From an optimization exercise on the open Yosys and OpenROAD flow, aimed at a short achievable clock period and few clock cycles; shortcuts taken in it are not production practice.
In this exercise RTL edits were held to simulation tests only and were not proved equivalent to the original.
Power is estimated from default activity; no workload was simulated.

==> flow/design.v <==
`timescale 1ns/1ps
module ALU (
      input  wire [31:0] i_operand_a,
      input  wire [31:0] i_operand_b,
      input  wire [3:0]  i_opcode,
      output logic [31:0] o_result
   );
   localparam logic [3:0] OP_ADD  = 4'd0;
   localparam logic [3:0] OP_SUB  = 4'd1;
   localparam logic [3:0] OP_XOR  = 4'd2;
   localparam logic [3:0] OP_OR   = 4'd3;
   localparam logic [3:0] OP_AND  = 4'd4;
   localparam logic [3:0] OP_SLL  = 4'd5;
   localparam logic [3:0] OP_SRL  = 4'd6;
   localparam logic [3:0] OP_SRA  = 4'd7;
   localparam logic [3:0] OP_SLT  = 4'd8;
   localparam logic [3:0] OP_SLTU = 4'd9;
   wire [4:0] shift_amt = i_operand_b[4:0];
   always_comb begin 
      unique case (i_opcode)
                OP_ADD: begin
                   o_result = i_operand_a + i_operand_b;
                end
                OP_SUB: begin
                   o_result = i_operand_a - i_operand_b;
                end
                OP_XOR: begin
                   o_result    = i_operand_a ^ i_operand_b;
                end
                OP_OR: begin
                   o_result    = i_operand_a | i_operand_b;
                end
                OP_AND: begin
                   o_result    = i_operand_a & i_operand_b;
                end
                OP_SLL: begin
                   o_result    = i_operand_a << shift_amt;
                end
                OP_SRL: begin
                   o_result    = i_operand_a >> shift_amt;
                end
                OP_SRA: begin
                   o_result    = $signed(i_operand_a) >>> shift_amt;
                end
                OP_SLT: begin
                   o_result    = {31'd0, ($signed(i_operand_a) < $signed(i_operand_b))};
                end
                OP_SLTU: begin
                   o_result    = {31'd0, (i_operand_a < i_operand_b)};
                end
                default: begin
                   o_result    = 32'd0;
                end
             endcase
          end
       endmodule
`timescale 1ns/1ps
module program_counter (
      input logic i_clock,
      input logic i_reset,
      input logic i_done_executing,
      input logic i_branch,
      input logic i_jalr,
      input logic [31:0] i_imm,
      output wire [31:0] o_currentCount
   );
   logic [31:0] currentCountReg;
   assign o_currentCount = currentCountReg;
   always_ff @(posedge i_clock or posedge i_reset) begin : main
      if (i_reset == 1) begin
         currentCountReg <= 0;
      end
      else if (i_jalr) begin
         currentCountReg <= i_imm;
      end
      else if (i_branch) begin
         currentCountReg <= currentCountReg + i_imm;
      end
      else if (i_done_executing) begin
         currentCountReg <= currentCountReg + 4;
      end
   end
endmodule
    `timescale 1ns/1ps
(* ram_style = "block" *) 
module register_file (
    input logic i_clock,
    input logic i_reset,
    input logic [4:0] i_reg_read_select1, i_reg_read_select2,
    output logic [31:0] o_reg_output1, o_reg_output2,
    input logic [4:0] i_reg_write_sel,
    input logic [31:0] i_reg_write_input,
    input logic i_write_enable
);
logic [31:0] register_file_array [31:0];
assign o_reg_output1 = register_file_array[i_reg_read_select1];
assign o_reg_output2 = register_file_array[i_reg_read_select2];
always_ff @( posedge i_clock or posedge i_reset ) begin
    if(i_reset == 1) begin
        integer i;
        for ( i = 0 ; i < 32 ; i = i +1 ) begin
            register_file_array[i] <= 0;
        end
    end else if(i_write_enable) begin
            if (i_reg_write_sel == 0) begin
             register_file_array[0] <= 0;
            end else begin
             register_file_array[i_reg_write_sel] <= i_reg_write_input;
            end
        end
    end
endmodule
`timescale 1ns/1ps
module control_unit (
      input logic i_clock,
      input logic i_reset,
      input logic [31:0] i_program_counter,
      output logic o_done_executing,
      output logic o_branch,
      output logic o_jalr,
      output logic [31:0] o_imm,
      output logic o_ready_rom,
      output logic [31:0] o_address_rom,
      input logic [31:0] i_instruction,
      output logic [4:0] o_reg_read_select1   , o_reg_read_select2   , o_reg_write_select   ,
      output logic o_reg_write_enable,
      input logic [31:0] i_reg_read_line_1, i_reg_read_line_2,
      output logic [31:0] o_reg_write_line,
      output logic [3:0] o_opcode,
      output logic [31:0] o_ALU_operand_a, o_ALU_operand_b,
      input logic [31:0] i_ALU_result,
      output logic o_data_rw,
      output logic [31:0]  o_data_address,
      output logic [31:0] o_data,
      output logic [3:0] o_data_rw_lines,
      input logic [31:0] i_data,
      output logic o_error
   );
   typedef enum logic [2:0] { S_IDLE, S_FETCH, S_DECODE, S_READ, S_EXECUTE, S_ERROR } state;
   state current_state, next_state;
   logic [3:0] ALU_op_reg  , data_rw_lines_reg;
   logic [4:0] rs1_reg, rs2_reg, rsd_reg;
   logic [31:0] imm_reg, effective_address_reg;
   logic just_branched_reg;
   logic error_flag_reg;
   logic [6:0] opcode;
   logic [2:0] funct3_field;
   logic [6:0] funct7_field;
   logic [1:0] byte_address;
   logic hword_address;
   assign opcode = i_instruction[6:0];
   assign funct3_field = i_instruction[14:12];
   assign funct7_field = i_instruction[31:25];
   assign byte_address = effective_address_reg[1:0];
   assign hword_address = effective_address_reg[1];
   localparam logic [6:0] R_TYPE = 7'b0110011;
   localparam logic [6:0] I_TYPE_LOAD= 7'b0000011;
   localparam logic [6:0] I_TYPE_ARITHMETIC = 7'b0010011;
   localparam logic [6:0] I_TYPE_JALR= 7'b1100111;
   localparam logic [6:0] S_TYPE = 7'b0100011;
   localparam logic [6:0] B_TYPE = 7'b1100011;
   localparam logic [6:0] J_TYPE = 7'b1101111;
   localparam logic [6:0] U_TYPE_AUIPC = 7'b0010111;
   localparam logic [6:0] U_TYPE_LUI = 7'b0110111;
   localparam logic [2:0] FUNCT3_ADDI        = 3'b000;   
   localparam logic [2:0] FUNCT3_SLLI        = 3'b001;   
   localparam logic [2:0] FUNCT3_SLTI        = 3'b010;   
   localparam logic [2:0] FUNCT3_SLTIU       = 3'b011;   
   localparam logic [2:0] FUNCT3_XORI        = 3'b100;   
   localparam logic [2:0] FUNCT3_SRLI_SRAI   = 3'b101;   
   localparam logic [2:0] FUNCT3_ORI         = 3'b110;   
   localparam logic [2:0] FUNCT3_ANDI        = 3'b111;  
   localparam logic [3:0] OP_ADD  = 4'd0;
   localparam logic [3:0] OP_SUB  = 4'd1;
   localparam logic [3:0] OP_XOR  = 4'd2;
   localparam logic [3:0] OP_OR   = 4'd3;
   localparam logic [3:0] OP_AND  = 4'd4;
   localparam logic [3:0] OP_SLL  = 4'd5;
   localparam logic [3:0] OP_SRL  = 4'd6;
   localparam logic [3:0] OP_SRA  = 4'd7;
   localparam logic [3:0] OP_SLT  = 4'd8;
   localparam logic [3:0] OP_SLTU = 4'd9;
   localparam logic [2:0] STORE_BYTE = 3'd0;
   localparam logic [2:0] STORE_HWORD = 3'd1;
   localparam logic [2:0] STORE_WORD = 3'd2;
   localparam logic [2:0] LOAD_BYTE   = 3'd0;
   localparam logic [2:0] LOAD_HWORD  = 3'd1;
   localparam logic [2:0] LOAD_WORD   = 3'd2;
   localparam logic [2:0] LOAB_BYTE_U = 3'd4;
   localparam logic [2:0] LOAD_HWORD_U = 3'd5;
   localparam logic [2:0] BEQ  = 3'd0;
   localparam logic [2:0] BNE  = 3'd1;
   localparam logic [2:0] BLT  = 3'd4;
   localparam logic [2:0] BGE  = 3'd5;
   localparam logic [2:0] BLTU = 3'd6;
   localparam logic [2:0] BGEU = 3'd7;
   assign o_imm = o_jalr ? imm : imm_reg;
   assign o_reg_read_select1 = rs1_reg;
   assign o_reg_read_select2 = rs2_reg;
   assign o_reg_write_select = rsd_reg;
   assign o_data_rw_lines = data_rw_lines_reg;
   assign o_error = error_flag_reg;
   assign o_data_address = (current_state == S_READ) ? effective_address : effective_address_reg;
   always_ff @( posedge i_clock or posedge i_reset) begin : ff_logic
      if (i_reset) 
      begin
         current_state <= S_IDLE;
         rs1_reg <= 0;
         rs2_reg <= 0;
         imm_reg <= 0;
         ALU_op_reg <= 0; 
         data_rw_lines_reg <= 0;
         rs1_reg <= 0;
         rs2_reg <= 0;
         rsd_reg <= 0;
         imm_reg <= 0;
         effective_address_reg <= 0;
         just_branched_reg <= 0;
         error_flag_reg <= 0;
      end
      else 
      begin
        current_state <= next_state; 
        data_rw_lines_reg <= data_rw_lines;
        if(error == 1)
            error_flag_reg <= error;
        if(current_state == S_IDLE)
        begin
            rs1_reg <= 0;
            rs2_reg <= 0;
            imm_reg <= 0;
            ALU_op_reg <= 0; 
            data_rw_lines_reg <= 0;
            rs1_reg <= 0;
            rs2_reg <= 0;
            rsd_reg <= 0;
            imm_reg <= 0;
            effective_address_reg <= 0;
            just_branched_reg <= 0;
            error_flag_reg <= 0;
        end 
        if (current_state == S_FETCH)
            just_branched_reg <= 0;
        if (current_state == S_DECODE) 
        begin
            rs1_reg   <= rs1;
            rs2_reg   <= rs2;
            rsd_reg   <= rsd;
            imm_reg <= imm;
            ALU_op_reg<= ALU_op;
        end
        if (current_state == S_READ)
        begin
            just_branched_reg <= just_branched_flag;
            effective_address_reg <= effective_address;
            data_rw_lines_reg <= data_rw_lines;
        end
        if (current_state == S_EXECUTE) 
        begin
            rs1_reg <= 0;
            rs2_reg <= 0;
            rsd_reg <= 0;
            ALU_op_reg <= 0;
            imm_reg <= 0;
        end
        if(current_state == S_ERROR)
            if(i_reset == 1)
               error_flag_reg <= 0;
      end
   end
   always_comb begin : next_state_logic
      next_state = current_state;
      unique case (current_state)
                S_IDLE:
                begin
                  if(i_reset != 1)
                     next_state = S_FETCH;                  
                end
                S_FETCH:
                begin
                   if(error == 1)
                     next_state = S_ERROR;
                   else
                     next_state = S_DECODE;
                end
                S_DECODE:
                begin
                   if(error == 1)
                     next_state = S_ERROR;
                   else
                     next_state = S_READ; 
                end
               S_READ:
               begin
                   if(error == 1)
                     next_state = S_ERROR;
                   else
                     next_state = S_EXECUTE;  
                end
               S_EXECUTE:
               begin
                   if(error == 1)
                     next_state = S_ERROR;
                   else
                     next_state = S_FETCH;                  
               end
               S_ERROR:
               begin
                  if(i_reset == 1)
                        next_state = S_IDLE;
                  else
                     next_state = S_ERROR;
               end
               default:
               begin
                  next_state = S_ERROR;
               end
             endcase
   end
   logic [4:0] rs1;
   logic [4:0] rs2;
   logic [31:0] imm;
   logic [4:0] rsd;
   logic [3:0] ALU_op, data_rw_lines;
   logic [31:0] effective_address;
   logic just_branched_flag;
   logic error;
   always_comb begin : output_logic
    rs1 = 0;
    rs2 = 0;
    imm = 0;
    rsd = 0;
    ALU_op = 0;
    data_rw_lines = 0;
    effective_address = 0;
    just_branched_flag = 0;
    error = 0;
    effective_address = 0;
    o_opcode = 0;
    o_ALU_operand_a = 0;
    o_ALU_operand_b = 0;
    o_reg_write_enable = 0;
    o_reg_write_line = 32'd0;
    o_branch = 0;
    o_data_rw = 0;
    o_done_executing = 0;
    o_ready_rom = 0;
    o_address_rom = 32'd0;
    o_data = 32'd0;
    o_jalr = 0;
      unique case (current_state)
         S_ERROR:
         begin
            error = 1;
         end
         S_IDLE:
         begin
            just_branched_flag = 0;
            rs1 = 0;
            rs2 = 0;
            imm = 0;
            rsd = 0;
            ALU_op = 0;
            o_reg_write_enable = 0;
            o_ready_rom = 0;
            o_address_rom = 0;
            o_branch = 0;
            data_rw_lines = 0;
            o_reg_write_enable = 0; 
         end
         S_FETCH:
         begin
            o_done_executing = 0;
            o_data_rw = 0; 
            data_rw_lines = 0;
            o_reg_write_enable = 1'b0; 
            o_branch = 0;
            just_branched_flag = 0;
            o_ready_rom = 1;
            o_address_rom = i_program_counter;
         end
         S_DECODE:
         begin
            unique case (opcode)
               R_TYPE:
               begin 
                  rs1 = i_instruction[19:15];
                  rs2 = i_instruction[24:20];
                  rsd = i_instruction[11:7];
                  case (funct3_field)
                     FUNCT3_ADDI: 
                     begin
                        if(funct7_field == 7'b0000000)
                           ALU_op = OP_ADD;
                        else if(funct7_field == 7'b0100000)
                           ALU_op = OP_SUB;
                     end
                     FUNCT3_XORI:
                        ALU_op = OP_XOR;
                     FUNCT3_ORI:
                        ALU_op = OP_OR;
                     FUNCT3_ANDI:
                        ALU_op = OP_AND;
                     FUNCT3_SLLI:
                        ALU_op = OP_SLL;
                     FUNCT3_SRLI_SRAI:
                     begin
                        if(funct7_field == 7'b0000000)
                           ALU_op = OP_SRL;
                        else if(funct7_field == 7'b0100000)
                           ALU_op = OP_SRA;
                     end
                     FUNCT3_SLTI:
                        ALU_op = OP_SLT;
                     FUNCT3_SLTIU:
                        ALU_op = OP_SLTU;
                     default: 
                     begin
                        error = 1; 
                     end
                  endcase
               end
               I_TYPE_LOAD:
               begin
                  rs1 = i_instruction[19:15];
                  imm = { {20{i_instruction[31]}}, i_instruction[31:20]};
                  rsd = i_instruction[11:7];   
               end
               I_TYPE_ARITHMETIC:
               begin
                  rs1 = i_instruction[19:15];
                  imm =  { {20{i_instruction[31]}}, i_instruction[31:20]};
                  rsd = i_instruction[11:7];                  
                  case (funct3_field)
                     FUNCT3_ADDI: 
                        ALU_op = OP_ADD;
                     FUNCT3_XORI:
                        ALU_op = OP_XOR;
                     FUNCT3_ORI:
                        ALU_op = OP_OR;
                     FUNCT3_ANDI:
                        ALU_op = OP_AND;
                     FUNCT3_SLLI:
                        ALU_op = OP_SLL;
                     FUNCT3_SRLI_SRAI:
                     begin
                        if(imm[11:5] == 7'b0000000)
                        begin
                           ALU_op = OP_SRL;
                        end else
                        begin
                           ALU_op = OP_SRA;
                        end
                     end
                     FUNCT3_SLTI:
                        ALU_op = OP_SLT;
                     FUNCT3_SLTIU:
                        ALU_op = OP_SLTU;
                     default: 
                        error = 1;
                  endcase
               end
               I_TYPE_JALR:
               begin
                  imm =  { {20{i_instruction[31]}}, i_instruction[31:20]};
                  rs1   = i_instruction[19:15];
                  rsd    = i_instruction[11:7];
               end
               S_TYPE:
               begin
                  rs1 = i_instruction[19:15];
                  rs2 = i_instruction[24:20];
                  imm = { {20{i_instruction[31]}},i_instruction[31:25], i_instruction[11:7]};
                  case (funct3_field)
                     STORE_BYTE:
                        data_rw_lines = 4'b0001;
                     STORE_HWORD:
                        data_rw_lines = 4'b0011;
                     STORE_WORD:
                        data_rw_lines = 4'b1111;
                     default:
                        error = 1;
                  endcase
               end
               B_TYPE:
               begin
                  imm = { {19{i_instruction[31]}},i_instruction[31],  i_instruction[7],   i_instruction[30:25],  i_instruction[11:8], 1'b0};
                  rs1 = i_instruction[19:15];
                  rs2 = i_instruction[24:20];  
               end
               U_TYPE_AUIPC:
               begin
                  imm = {i_instruction[31:12],{12{1'b0}}};
                  rsd = i_instruction[11:7];
               end
               U_TYPE_LUI:
               begin
                  imm = {i_instruction[31:12],{12{1'b0}}};
                  rsd = i_instruction[11:7];
               end
               J_TYPE:
               begin
                  rsd = i_instruction[11:7];
                  imm ={ {11{i_instruction[31]}} ,i_instruction[31], i_instruction[19:12], i_instruction[20], i_instruction[30:21], 1'b0 };                  
               end
               default: 
                  error = 1;
            endcase
         end
         S_READ:
         begin
            unique case (i_instruction[6:0])
               R_TYPE:
               begin
                  o_ALU_operand_a = i_reg_read_line_1;
                  o_ALU_operand_b = i_reg_read_line_2;
                  o_opcode = ALU_op_reg;
                  o_reg_write_enable = 1;
                  o_reg_write_line = i_ALU_result;
               end
               I_TYPE_LOAD:
               begin
                  effective_address = i_reg_read_line_1 + imm_reg;
                  data_rw_lines = 4'b1111; 
                  o_data_rw = 0;
               end
               I_TYPE_ARITHMETIC:
               begin
                  o_ALU_operand_a = i_reg_read_line_1;
                  o_ALU_operand_b = imm_reg;
                  o_opcode = ALU_op_reg;
                  o_reg_write_enable = 1;
                  o_reg_write_line = i_ALU_result;
               end               
               I_TYPE_JALR:
               begin
                  o_reg_write_enable = 1;
                  o_reg_write_line = i_program_counter + 4;
                  o_jalr = 1;
                  imm = (i_reg_read_line_1 + imm_reg) & ~1;
                  just_branched_flag = 1;
               end
               S_TYPE:
               begin
                  effective_address = $signed(i_reg_read_line_1 + imm_reg); 
                  data_rw_lines = data_rw_lines_reg << effective_address[1:0];
               end
               B_TYPE:
               begin
                  case (funct3_field)
                     BEQ:
                     begin
                        if(i_reg_read_line_1 == i_reg_read_line_2)
                        begin
                         o_branch = 1;
                         just_branched_flag = 1;
                        end 
                     end
                     BNE:
                     begin
                        if( i_reg_read_line_1 != i_reg_read_line_2)
                        begin
                         o_branch = 1;
                         just_branched_flag = 1;
                        end
                     end
                     BLT:
                     begin
                        if( $signed(i_reg_read_line_1) < $signed(i_reg_read_line_2))
                        begin
                         o_branch = 1;
                         just_branched_flag = 1;
                        end 
                     end
                     BGE:
                     begin
                        if( $signed(i_reg_read_line_1) >= $signed(i_reg_read_line_2))
                        begin
                         o_branch = 1;
                         just_branched_flag = 1;
                        end 
                     end
                     BLTU:
                     begin
                        if( $unsigned(i_reg_read_line_1) < $unsigned(i_reg_read_line_2))
                        begin
                         o_branch = 1;
                         just_branched_flag = 1;
                        end 
                     end
                     BGEU:
                     begin
                        if( $unsigned(i_reg_read_line_1) >= $unsigned(i_reg_read_line_2))
                        begin
                         o_branch = 1;
                         just_branched_flag = 1;
                        end 
                     end
                     default:
                        error = 1;
                  endcase
               end
               U_TYPE_AUIPC:
               begin
                  o_reg_write_line = i_program_counter + imm_reg;
                  o_reg_write_enable = 1;
               end
               U_TYPE_LUI:
               begin
                  o_reg_write_line = imm_reg;
                  o_reg_write_enable = 1;
               end
               J_TYPE:
               begin
                  o_reg_write_enable = 1;
                  o_reg_write_line = i_program_counter + 4;
                  o_branch = 1;
                  just_branched_flag = 1;
               end
               default: 
                  error = 1;
            endcase
         end
         S_EXECUTE:
         begin
            if(just_branched_reg != 1)
               o_done_executing = 1;
            unique case (i_instruction[6:0])
               R_TYPE:
               begin
                  o_reg_write_line = i_ALU_result;
               end
               I_TYPE_LOAD:
               begin
                  case (funct3_field)
                    LOAD_BYTE: 
                    begin
                      case (byte_address)
                        2'b00: o_reg_write_line = { {24{i_data[7]}}  , i_data[7:0]}  ;
                        2'b01: o_reg_write_line = { {24{i_data[15]}} , i_data[15:8]}  ;
                        2'b10: o_reg_write_line = { {24{i_data[23]}} , i_data[23:16]}  ;
                        2'b11: o_reg_write_line = { {24{i_data[31]}} , i_data[31:24]} ;
                        default:
                           error = 1;
                      endcase
                    end
                    LOAB_BYTE_U: 
                    begin
                      case (byte_address)
                        2'b00: o_reg_write_line = { {24'b0} , i_data[7:0]}  ;
                        2'b01: o_reg_write_line = { {24'b0} , i_data[15:8]}  ;
                        2'b10: o_reg_write_line = { {24'b0} , i_data[23:16]}  ;
                        2'b11: o_reg_write_line = { {24'b0} , i_data[31:24]} ;
                        default:
                           error = 1;
                      endcase
                    end
                    LOAD_HWORD: 
                    begin
                     case (hword_address)
                        1'b0: o_reg_write_line = { {16{i_data[15]}}  , i_data[15:0]};
                        1'b1: o_reg_write_line = { {16{i_data[31]}}  , i_data[31:16]};
                        default:
                           error = 1;
                     endcase
                    end
                    LOAD_HWORD_U: 
                    begin
                     case (hword_address)
                        1'b0: o_reg_write_line = { 16'b0 , i_data[15:0]};
                        1'b1: o_reg_write_line = { 16'b0 , i_data[31:16]};
                        default:
                           error = 1;
                     endcase
                    end
                    LOAD_WORD:
                    begin
                     o_reg_write_line = i_data;
                    end
                    default:
                     error = 1;
                  endcase  
                  o_reg_write_enable = 1;
               end
               I_TYPE_ARITHMETIC:
               begin
                  o_reg_write_line = i_ALU_result;
               end               
               I_TYPE_JALR:
               begin
                  o_jalr = 0;
                  o_reg_write_enable = 0;
               end
               S_TYPE:
               begin
                  if(error != 1)
                     o_data_rw = 1;
                  case (funct3_field)
                     STORE_BYTE: o_data = {24'b0, i_reg_read_line_2[7:0]} << {effective_address_reg[1:0], 3'b000};
                     STORE_HWORD: o_data = {16'b0, i_reg_read_line_2[15:0]} << {effective_address_reg[1:0], 3'b000};
                     STORE_WORD: o_data = i_reg_read_line_2; 
                     default:
                        error = 1;
                  endcase
               end
               B_TYPE:
               begin
                  o_branch = 0;
               end
               U_TYPE_AUIPC:
                  o_reg_write_enable = 0;
               U_TYPE_LUI:
                  o_reg_write_enable = 0;
               J_TYPE:
               begin
                  o_branch = 0;
                  o_reg_write_enable = 0;
               end
               default: 
                  error = 1;
            endcase
         end
         default:
         begin
            error = 1;
         end
      endcase
   end
endmodule
`timescale 1ns/1ps
module R32 (
    input logic i_clock,
    input logic i_reset,
    output logic o_error,
    input  logic [31:0] i_instruction,
    output logic [31:0] o_instruction_address,
    output logic o_rom_ready,
    output logic o_data_rw,
    output logic [31:0] o_data,
    input logic  [31:0] i_data,
    output logic [31:0] o_data_address,
    output logic [3:0] o_data_rw_strobe
);
    logic jalr_flag, branch_flag, done_executing_flag, reg_write_enable;
    logic [3:0] alu_opcode;
    logic [4:0] reg_read_sel_1, reg_read_sel_2, reg_write_sel;
    logic [31:0] program_count, imm, alu_operand_a, alu_operand_b, alu_result, reg_read_line_1, reg_read_line_2, reg_write_line;
    control_unit u_control_unit(
        .i_clock            (i_clock            ),
        .i_reset            (i_reset            ),
        .i_program_counter  (program_count  ),
        .o_done_executing   (done_executing_flag),
        .o_branch           (branch_flag           ),
        .o_jalr             (jalr_flag             ),
        .o_imm              (imm              ),
        .o_ready_rom        (o_rom_ready        ),
        .o_address_rom      (o_instruction_address),
        .i_instruction      (i_instruction      ),
        .o_reg_read_select1 (reg_read_sel_1 ),
        .o_reg_read_select2 (reg_read_sel_2 ),
        .o_reg_write_select (reg_write_sel ),
        .o_reg_write_enable (reg_write_enable),
        .i_reg_read_line_1  (reg_read_line_1  ),
        .i_reg_read_line_2  (reg_read_line_2  ),
        .o_reg_write_line   (reg_write_line   ),
        .o_opcode           (alu_opcode           ),
        .o_ALU_operand_a    (alu_operand_a    ),
        .o_ALU_operand_b    (alu_operand_b    ),
        .i_ALU_result       (alu_result       ),
        .o_data_rw          (o_data_rw          ),
        .o_data_address     (o_data_address     ),
        .o_data             (o_data             ),
        .o_data_rw_lines    (o_data_rw_strobe    ),
        .i_data             (i_data             ),
        .o_error            (o_error            )
    );
    ALU u_ALU(
        .i_operand_a (alu_operand_a ),
        .i_operand_b (alu_operand_b ),
        .i_opcode    (alu_opcode   ),
        .o_result    (alu_result    )
    );
    program_counter u_program_counter(
        .i_clock          (i_clock          ),
        .i_reset          (i_reset          ),
        .i_done_executing (done_executing_flag ),
        .i_branch         (branch_flag         ),
        .i_jalr           (jalr_flag           ),
        .i_imm            (imm            ),
        .o_currentCount   (program_count)
    );
    register_file u_register_file(
        .i_clock            (i_clock            ),
        .i_reset            (i_reset            ),
        .i_reg_read_select1 (reg_read_sel_1 ),
        .i_reg_read_select2 (reg_read_sel_2 ),
        .o_reg_output1      (reg_read_line_1      ),
        .o_reg_output2      (reg_read_line_2      ),
        .i_reg_write_sel    (reg_write_sel    ),
        .i_reg_write_input  (reg_write_line  ),
        .i_write_enable     (reg_write_enable    )
    );
endmodule
==> flow/run.sh <==
#!/bin/bash
# synth_recipe.tcl (not shown) runs the flow's synth.tcl, then flattens the netlist and writes it again
# the make line also repeats each setting of config.mk as NAME=value (left out here)
make -C /OpenROAD-flow-scripts/flow DESIGN_CONFIG=/design/flow/config.mk WORK_HOME=/design/flow/orfs CLKGATE_MAP_FILE= SYNTH_SCRIPT=/design/flow/synth_recipe.tcl finish
==> flow/config.mk <==
export PLATFORM = sky130hd
export DESIGN_NAME = R32
export DESIGN_NICKNAME = R32
export VERILOG_FILES = /design/flow/design.v
export SDC_FILE = /design/flow/constraint.sdc
export NUM_CORES = 4
export LEC_CHECK = 0
export CAP_MARGIN = 20
export CORE_MARGIN = 2
export CORE_UTILIZATION = 40
export SLEW_MARGIN = 20
==> flow/constraint.sdc <==
create_clock -name core_clock -period 13.0 [get_ports {i_clock}]
set_input_delay 2.6000 -clock core_clock [delete_from_list [all_inputs] [get_ports {i_clock}]]
set_output_delay 2.6000 -clock core_clock [all_outputs]
set_load 0.01 [all_outputs]
==> metrics.cfg <==
[cts]
cts_resized = 0
clk_pin_slew_ns = 0.06
cts-root-buf = clkbuf_16
cts.htree.levels = 4
holdBufCountCts = 0
numCtsBuffers = 132
cts_setup_buffers = 0
insertion_delay_ns = 0.83
clock_sinks = 1116
cts_buffer_depth = 3
cts_tree = yes

[setup_path]
rr_worst_depth = 33
r2r-start = u_control_unit.rs1_reg[4]
worstPathArrival_ns = 8.91
crit_required_ns = 10.40
cp_max_fo = 18
critPathKind = flip-flop to output port
r2r-end = u_program_counter.currentCountReg[25]
cp-start-kind = flip-flop
worst_setup_path_end_kind = output port
ff2ff_setup_slack_ns = 2.99

[floorplanning]
fp.dieH_microns = 431
die_w_microns = 431
start_util_pct = 40.3
io_pins = 169
rows = 156
fp.dieArea_sq_um = 186000
core_sq_um = 181000

[logic_synthesis]
yosysSeqAreaShare_pct = 38.2
yosys.area.top_type = dfrtp_1
synth_top_cell_area_share_pct = 38.2
ys_ff_latch = 1116
async_flop_share_pct = 100
syn_nets = 9348
synth-xor-area-share_pct = 1.44
synth_compound_area_share_pct = 25.8
synth-edff-count = 0
yosys_warnings = 5
yosysUniqueCellTypes = 115
synth_top_family_by_area = compound AO/OA/AOI/OAI gates
synth_flop_cell = dfrtp_1
yosys.area_share.simple_pct = 22.4
synthTopCellsByArea = dfrtp_1 (38%), nand2_1 (6.3%), a22oi_1 (5.5%), o21ai_0 (4.9%), a21oi_1 (4.5%)
synthAdderAreaFrac_pct = 3.89
synth_cells = 9060
syn_avg_cell_area_sq_um = 8.06
syn_area_sq_um = 73000
synthMuxAreaShare_pct = 2.79

[global_routing]
grt.met3_usage_pct = 19.1
grt_most_used_layer = met2
grt_max_degree = 172
grt_pass1_vias = 74400
grt_pass1_wl_mm = 597
grtUsageMet2_pct = 62.5
use_met1_pct = 55.6
gr-total-overflow = 0
antenna_found_initial = 25
track_usage_pct = 45.2

[timing]
drv_slew = 0
fmax_mhz = 86.9
whs_ns = 0.477
worst_pin_slew_ns = 1.36
rsz0062_at_grt = false
fin_crit_sh_pct = 88.5
period_minus_slack_ns = 11.51
maxSlewHeadroom_pct = 8.72
setup_viol = 0
finClkSkew_ns = 0.0615
hold_viol = 0

[finish]
area_growth_pct = 13.1
drive_above_1_share_pct = 10.2
top_register = u_register_file.register_file_array
largest_reg_flops = 992
post-route-util_pct = 45.6
layout_commonest_cell = nand2_1
fillers = 17900
layout_common_cells = nand2_1 (1184), dfrtp_1 (1116), o21ai_0 (719)
nets = 9201

[pwr]
powerDensity_nw_per_um2 = 101
p_leak_nw = 36.4
ir_drop_mv = 0.113

[placed_design]
port-buffer-count = 168
routabilityCongestion = 1.04
dp_hpwl_mm = 291

[drt]
drtAntennaViolNets = 0
wirelength_mm = 434
drt-initial-drc-count = 14800
wire_per_inst_microns = 38.0
viasPerCell = 7.08
vias = 80700
dr.pass1.iters = 9
drc_errors = 0

[min_path]
hold_start = u_control_unit.effective_address_reg[18]
hp-class = flip-flop to flip-flop
hold_depth = 2
worstHoldEndpoint = u_control_unit.effective_address_reg[18]

[status]
outcome = finished clean

[job]
drv_cap = 0

==> layout make-up <==
| cell class | instances | area [sq um] | share of cell area [%] |
|---|---|---|---|
| Timing Repair Buffer | 518 | 4420 | 5.35 |
| Sequential cell | 1116 | 27900 | 33.8 |
| Tap cell | 2370 | 2970 | 3.59 |
| Inverter | 181 | 686 | 0.830 |
| Clock inverter | 49 | 684 | 0.829 |
| Multi-Input combinational cell | 6964 | 42100 | 50.9 |
| Antenna cell | 23 | 57.6 | 0.0697 |
| Clock buffer | 188 | 3780 | 4.58 |
==> synthesized netlist by cell type (59+ instances only) <==
master,instances
a22o_1,95
nor4_1,69
a22oi_1,537
a21o_1,80
nand4_1,187
buf_2,139
nand2_1,1216
inv_1,175
xnor2_1,82
dfrtp_1,1116
nand3_1,571
o21ai_0,720
and3_1,265
mux2_2,84
ha_1,218
nor2_1,786
nor3_1,132
a2111oi_0,59
clkbuf_1,575
o21ai_1,144
mux2i_1,90
a31oi_1,72
a21oi_1,660
==> stage by stage <==
step	total power, mW	worst slack [ns]	setup TNS [ns]	cells	instance area, sq um
floorplan	4.11	-7.02	-5595.71	9060	73000
global placement	4.43	2.81	0	11100	78000
detailed placement	4.44	2.68	0	11100	78000
CTS	8.28	1.89	0	11400	82400
global route	8.50	1.40	0	11400	82600
finish	8.31	1.49	0	11400	82600
==> worst max-delay path: stages, from the launching register on <==
cell             delay (ns)
dfrtp_1                1.00
nand2b_1               0.52
nor2_2                 0.30
buf_4                  0.36
a22oi_1                0.28
nand2_1                0.08
nor4_1                 0.69
nand2_1                0.68
ha_1                   0.57
inv_1                  0.13
o21bai_1               0.09
a21oi_1                0.20
o21bai_1               0.08
a21o_1                 0.18
a21o_1                 0.18
a211o_1                0.31
o21a_1                 0.22
o211ai_1               0.26
and3b_1                0.29
o311ai_1               0.16
xnor2_1                0.54
nor3_1                 0.13
a221o_1                0.31
clkdlybuf4s50_1        0.48
==> kinds of logic (layout without fill, tap and decap cells) <==
logic type      after synthesis  after routing
buf+inv                     980            936
xor+xnor                    120            120
flops                      1116           1116
simple gates               3513           3513
mux                         183            183
compound gates             2923           2923
fa+ha+maj                   225            225
other cells                   0             23
==> routing by layer <==
metal  vias to the layer above  part of all wire, %
li1                      32900                    -
met1                     38900                   36
met2                      7014                   40
met3                      1905                   15
met4                        14                  9.3
met5                         -                0.028
==> how the worst max path moves through the flow <==
| stage | start | endpoint | slack (ns) | cells past startpoint |
|---|---|---|---|---|
| 2_1_floorplan | i_reset | u_control_unit.current_state[0] | -7.02 | 3 |
| 3_3_place_gp | u_control_unit.rs1_reg[4] | o_data_address[31] | 2.81 | 23 |
| 3_5_place_dp | i_instruction[3] | u_register_file.register_file_array[8][15] | 2.68 | 23 |
| 4_1_cts | u_control_unit.rs1_reg[4] | o_data_address[31] | 1.89 | 23 |
| 5_1_grt | u_control_unit.rs1_reg[0] | o_data_address[31] | 1.40 | 23 |
| 6_report | u_control_unit.rs1_reg[4] | o_data_address[31] | 1.49 | 23 |
==> report_power, final <==
part	internal, mW	switching [mW]	leakage [nW]
clock	2.21	1.69	2.18
combinational	0.246	0.556	18.7
sequential	3.51	0.0963	15.5
Testbench counts, summed over its fixed seeds: cycles 34,352.

-- port drivers added, routing unchanged --
In the flow no input, the clock included, has a driving cell. The finished layout below was timed again as built, in two steps.
Step 1, drivers: a clkbuf_16 drives i_clock and a buf_2 each remaining input, both assumed.
Step 2 moves the port delays by t, midway between the first and last clock arrival at a register: inputs arrive t later, outputs are due t later. That takes back most of the time a late clock gives input paths.
Three values: no drivers, after step 1, after step 2; two values: the first two.
shift t [ns]: 0.891
setup slack, ns: 1.492 / 1.397 / 2.288
latest minus earliest clock arrival (ns): 0.062 / 0.061
slew at the worst register clock pin (ns): 0.07 / 0.07
After both steps this run still meets setup and hold. For this run, drivers alone change the setup slack by -0.095 ns; drivers and shift together by +0.796 ns.
